This is an optimization exercise on Yosys and OpenROAD, whose aim is small area, a short achievable clock period and few clock cycles, not a production implementation. RTL that was checked went through simulation tests only; none was proved equivalent to the original.

// sha256_v2
module sha256_v2(
    input wire i_clk,
    input wire i_rst,
    input wire i_write,
    input wire [7:0] i_N,
    input wire [8:0] i_bit_miss,
    input wire i_read,
    input wire [31:0] i_data,
    output reg [31:0] o_data,
    output reg o_done
);
Settings: LEC_CHECK=0, ABC_AREA=1, CAP_MARGIN=20, CORE_MARGIN=2, CORE_UTILIZATION=60, CTS_CLUSTER_DIAMETER=100, CTS_CLUSTER_SIZE=20, SLEW_MARGIN=20; clock period 20.0 ns.
standard.sh (not shown) runs the stock make flow with config.mk's settings and CLKGATE_MAP_FILE= SYNTH_SCRIPT=/design/flow/synth_recipe.tcl, a recipe that flattens the netlist after the stock synthesis.
==> flow/flow/run.sh <==
#!/bin/bash
# Layout flow: the standard synthesis, then the standard layout with
# the timing repair told to keep a setup margin, so that it closes the design
# at a shorter period than the 20 ns constraint, and with the ports buffered
# by plain buffers (which the repair may then resize). Each step's full
# output goes to a log file of its own here. The repair after global routing
# keeps a larger margin, for what detailed routing adds.
set -euo pipefail
MARGIN=14.9
GRT_MARGIN=15.2
bash standard.sh synth > synth.log 2>&1
ARGS=("BUFFER_PORTS_ARGS=-buffer_cell sky130_fd_sc_hd__buf_2" "CTS_ARGS=-sink_clustering_enable -repair_clock_nets -sink_clustering_size 20 -sink_clustering_max_diameter 100 -dont_use_dummy_load")
bash standard.sh SETUP_SLACK_MARGIN=$MARGIN "${ARGS[@]}" cts > layout.log 2>&1
bash standard.sh SETUP_SLACK_MARGIN=$GRT_MARGIN "${ARGS[@]}" finish > layout2.log 2>&1
The baseline completed without violations.
Testbench counts at the start, summed over its fixed seeds: cycles 12,948.
Then changed:
==> flow/flow/run.sh (replaced) <==
#!/bin/bash
# Layout flow: the standard synthesis, then the standard layout with
# the timing repair told to keep a setup margin, so that it closes the design
# at a shorter period than the 20 ns constraint, and with the ports buffered
# by plain buffers (which the repair may then resize). Each step's full
# output goes to a log file of its own here.
set -euo pipefail
MARGIN=14.9
bash standard.sh synth > synth.log 2>&1
bash standard.sh SETUP_SLACK_MARGIN=$MARGIN "BUFFER_PORTS_ARGS=-buffer_cell sky130_fd_sc_hd__buf_2" "CTS_ARGS=-sink_clustering_enable -repair_clock_nets -sink_clustering_size 20 -sink_clustering_max_diameter 100 -dont_use_dummy_load" finish > layout.log 2>&1
ABC_AREA = not set   (was 1)
CORE_UTILIZATION = 55   (was 60)
Result:
- The changed run produced a clean layout
- first-iteration DRC count decreases by 19%
- final area increases by 0.63%
- wire length decreases by 1.5%
- via count decreases by 7.1%
Then changed:
==> flow/flow/run.sh (replaced) <==
#!/bin/bash
# Layout flow: the standard synthesis, then the standard layout with
# the timing repair told to keep a setup margin, so that it closes the design
# at a shorter period than the 20 ns constraint, and with the ports buffered
# by plain buffers (which the repair may then resize). Each step's full
# output goes to a log file of its own here. The repair after global routing
# keeps a larger margin, for what detailed routing adds.
set -euo pipefail
MARGIN=14.9
GRT_MARGIN=15.05
bash standard.sh synth > synth.log 2>&1
ARGS=("BUFFER_PORTS_ARGS=-buffer_cell sky130_fd_sc_hd__buf_2" "CTS_ARGS=-sink_clustering_enable -repair_clock_nets -sink_clustering_size 20 -sink_clustering_max_diameter 100 -dont_use_dummy_load")
bash standard.sh SETUP_SLACK_MARGIN=$MARGIN "${ARGS[@]}" cts > layout.log 2>&1
bash standard.sh SETUP_SLACK_MARGIN=$GRT_MARGIN "${ARGS[@]}" finish > layout2.log 2>&1
ABC_AREA = 1   (was not set)
CORE_UTILIZATION = 60   (was 55)
The changed run went through all stages and came out clean.
Synthesized area increases by 0.66%.
Wire length increases by 0.88%.
Setup slack is better by 0.023 ns.
Count of clock-buffer cells in the layout decreases by 2.
Core utilization increases by 4.0 points.
Die area decreases by about 8%.
Then changed:
==> flow/flow/run.sh (replaced) <==
#!/bin/bash
# Layout flow: the standard synthesis, then the standard layout with
# the timing repair told to keep a setup margin, so that it closes the design
# at a shorter period than the 20 ns constraint, and with the ports buffered
# by plain buffers (which the repair may then resize). Each step's full
# output goes to a log file of its own here.
set -euo pipefail
MARGIN=14.9
bash standard.sh synth > synth.log 2>&1
bash standard.sh SETUP_SLACK_MARGIN=$MARGIN "BUFFER_PORTS_ARGS=-buffer_cell sky130_fd_sc_hd__buf_2" "CTS_ARGS=-sink_clustering_enable -repair_clock_nets -sink_clustering_size 20 -sink_clustering_max_diameter 100 -dont_use_dummy_load" finish > layout.log 2>&1
What happened:
- The changed run went through all stages and came out clean
- sequential share of layout area climbs by 0.24 points
- hold slack stays flat
- die area does not change
- non-clock buffer count drops by 12


== build 68 ==
sha256_v2, a different RTL version from the one above (not shown whole).
Size: ~6,000 cells after synthesis, about 1,200 flip-flops, about 64,000 um2 of cells after synthesis.
export LEC_CHECK = 0
export CAP_MARGIN = 20
export CORE_MARGIN = 2
export CORE_UTILIZATION = 40
export CTS_CLUSTER_DIAMETER = 100
export CTS_CLUSTER_SIZE = 25
export SLEW_MARGIN = 20
create_clock -name core_clock -period 20.0 [get_ports {i_clk}]
==> flow/flow/run.sh <==
#!/bin/bash
# Layout flow: the standard synthesis, then the standard layout with
# the timing repair told to keep a setup margin, so that it closes the design
# at a shorter period than the 20 ns constraint. Each step's full output goes
# to a log file of its own here.
set -euo pipefail
MARGIN=15.0
bash standard.sh synth > synth.log 2>&1
bash standard.sh SETUP_SLACK_MARGIN=$MARGIN finish > layout.log 2>&1
Build 68 reached the end of the flow, and the finished layout is clean on the timing, DRC and antenna checks.
Setup changes, build 68 to build 69
- CTS_CLUSTER_SIZE now 20, was 25
-- flow/flow/run.sh --
<<< build 68, line 5
# to a log file of its own here.
set -euo pipefail
MARGIN=15.0
bash standard.sh synth > synth.log 2>&1
bash standard.sh SETUP_SLACK_MARGIN=$MARGIN finish > layout.log 2>&1
>>> build 69, line 5
# to a log file of its own here.
set -euo pipefail
MARGIN=14.8
bash standard.sh synth > synth.log 2>&1
bash standard.sh SETUP_SLACK_MARGIN=$MARGIN finish > layout.log 2>&1
### Flow results
Changes observed in build 69 relative to build 68: initial detailed-routing violation count went up by about 5%, non-clock buffer count in the final layout went down by 40.
No functional check of the RTL was part of any run of this note.


alpha:
sha256_v2, a different RTL version from the one above (not shown whole).
Size in the first run: roughly 5,900 cells after synthesis, roughly 86 I/O pins, ~61,000 sq um of cells after synthesis.
// sha256_v2
module sha256_v2(
    input wire i_clk,
    input wire i_rst,
    input wire i_write,
    input wire [7:0] i_N,
    input wire [8:0] i_bit_miss,
    input wire i_read,
    input wire [31:0] i_data,
    output reg [31:0] o_data,    
    output reg o_done
);
    localparam [255:0] IV = {32'h6a09e667, 32'hbb67ae85, 32'h3c6ef372, 32'ha54ff53a,
                             32'h510e527f, 32'h9b05688c, 32'h1f83d9ab, 32'h5be0cd19};
    reg        wr_r;         
    reg        rd_r;         
    reg [7:0]  n_r;          
    reg [8:0]  bm_r;         
    reg [16:0] len_r;        
    reg [6:0]  t;            
    reg        padblk;       
    reg [7:0]  blk;          
    reg        last_r;       
    reg        ro_en;        
    reg [2:0]  rc;           
    reg        c_full;       
    reg        c_bnd;        
    reg        c_p31;        
    reg        c_len;        
    wire first    = (blk == 8'd0) & ~padblk;
    wire last     = last_r & ~padblk;
    wire need_pad = (bm_r <= 9'd64);
    wire t_lo     = ~t[6] & ~t[5] & ~t[4];           
    wire rnd_en   = t_lo ? (wr_r | padblk) : ~t[6];   
    wire t64      = t[6];
    wire fin      = t64 & (padblk | (last & ~need_pad));
    wire ring_add = t64 | (t[5] & t[4] & t[3] & t[2] & (t[1] | t[0]));  
    wire iv_ld    = (t == 7'd0) & first & ~wr_r;
    wire rot      = ro_en & rd_r & (rc != 3'd7);
    wire [6:0] t_nx      = rnd_en ? t + 7'd1 : (t64 ? 7'd0 : t);
    wire       padblk_nx = t64 ? (~fin & (last | padblk)) : padblk;
    wire [7:0] blk_nx    = ~t64 ? blk : (fin ? 8'd0 : (last ? blk : blk + 8'd1));
    wire       last_nx   = (i_N == blk_nx + 8'd1);
    wire [3:0] k_nx   = t_nx[3:0];
    wire       lo_nx  = ~t_nx[6] & ~t_nx[5] & ~t_nx[4];
    wire       actl_nx = lo_nx & last_nx & ~padblk_nx;
    wire       actp_nx = lo_nx & padblk_nx;
    wire [3:0] q_in   = i_bit_miss[8:5];
    wire [4:0] s_in   = i_bit_miss[4:0];
    wire [3:0] kb_in  = ~q_in;                       
    always @(posedge i_clk or negedge i_rst) begin
        if (!i_rst) begin
            wr_r   <= 1'b0;
            t      <= 7'd0;
            padblk <= 1'b0;
            blk    <= 8'd0;
            last_r <= 1'b0;
            ro_en  <= 1'b0;
            rc     <= 3'd0;
            o_done <= 1'b0;
            c_full <= 1'b1;
            c_bnd  <= 1'b0;
  ...
==> flow/config.mk <==
export PLATFORM = sky130hd
export DESIGN_NAME = sha256_v2
export DESIGN_NICKNAME = sha256_v2
export VERILOG_FILES = /design/flow/design.v
export SDC_FILE = /design/flow/constraint.sdc
export NUM_CORES = 8
export LEC_CHECK = 0
export CAP_MARGIN = 20
export CORE_MARGIN = 2
export CORE_UTILIZATION = 40
export SLEW_MARGIN = 20
==> flow/constraint.sdc <==
create_clock -name core_clock -period 20.0 [get_ports {i_clk}]
set_input_delay 4.0000 -clock core_clock [delete_from_list [all_inputs] [get_ports {i_clk}]]
set_output_delay 4.0000 -clock core_clock [all_outputs]
set_load 0.01 [all_outputs]
==> flow/flow/run.sh <==
#!/bin/bash
# Layout flow: the standard synthesis, then the standard layout with
# the timing repair told to keep a setup margin, so that it closes the design
# at a shorter period than the 20 ns constraint. Each step's full output goes
# to a log file of its own here.
set -euo pipefail
MARGIN=14.8
bash standard.sh synth > synth.log 2>&1
bash standard.sh SETUP_SLACK_MARGIN=$MARGIN finish > layout.log 2>&1
alpha closes out successfully: all stages finished, all timing, DRC and antenna checks passed.
The following lists how beta was set up differently from alpha:
# alpha
export LEC_CHECK = 0
export CAP_MARGIN = 20
export CORE_MARGIN = 2
export CORE_UTILIZATION = 40
export SLEW_MARGIN = 20
create_clock -name core_clock -period 20.0 [get_ports {i_clk}]
# beta
export LEC_CHECK = 0
export CAP_MARGIN = 20
export CORE_MARGIN = 2
export CORE_UTILIZATION = 60
export SLEW_MARGIN = 20
create_clock -name core_clock -period 20.0 [get_ports {i_clk}]
--- outcome ---
[beta] fraction of met2 tracks used by global routing rose 17 points relative to alpha. beta finished end to end and its layout was clean on timing, DRC and antenna. Compared with alpha, beta shows a higher maximum single-stage delay on the critical path. Against alpha, beta reports a worst reg-to-reg path cell count that is lower.
No functional check of the RTL was part of any run of this note.

## static timing again, ports no longer ideal
The flow's constraints put no driver on any port. The routed layouts listed below were extracted and timed again, unchanged, in two steps.
Step 1: set_driving_cell puts a clkbuf_16 on i_clk and a buf_2 on each other input, an assumption about the parent block.
Step 2 adds t to the input delays and takes it off the output delays; t is the mean of the earliest and latest rising clock arrival at the registers after step 1. Input paths then give back, and output paths get back, about the clock's delay inside the block.
Slacks: ideal / step 1 / step 2; pairs: ideal / step 1.
run	shift t [ns]	slack for setup (ns)	hold WS [ns]	pins driven straight from the clock port
the first run of note 1	0.730	14.856 / 14.777 / 14.527	0.401 / 0.401 / 0.401	1
the second run of note 1	0.713	14.827 / 14.746 / 14.176	0.408 / 0.408 / 0.408	1
the third run of note 1	0.732	14.849 / 14.771 / 14.465	0.399 / 0.399 / 0.399	1
the fourth run of note 1	0.732	14.855 / 14.776 / 14.337	0.401 / 0.401 / 0.401	1
build 68	0.807	14.778 / 14.696 / 14.223	0.397 / 0.397 / 0.397	1
build 69	0.797	14.769 / 14.685 / 14.136	0.384 / 0.384 / 0.384	1
alpha	0.828	14.146 / 14.146 / 14.070	0.377 / 0.377 / 0.377	1
beta	0.789	14.015 / 14.015 / 14.015	0.404 / 0.404 / 0.404	1
After both steps setup and hold are still met in every run listed. The setup slack of the second run of note 1, which loses most, moves by -0.081 ns with the drivers and by -0.651 ns with both steps.
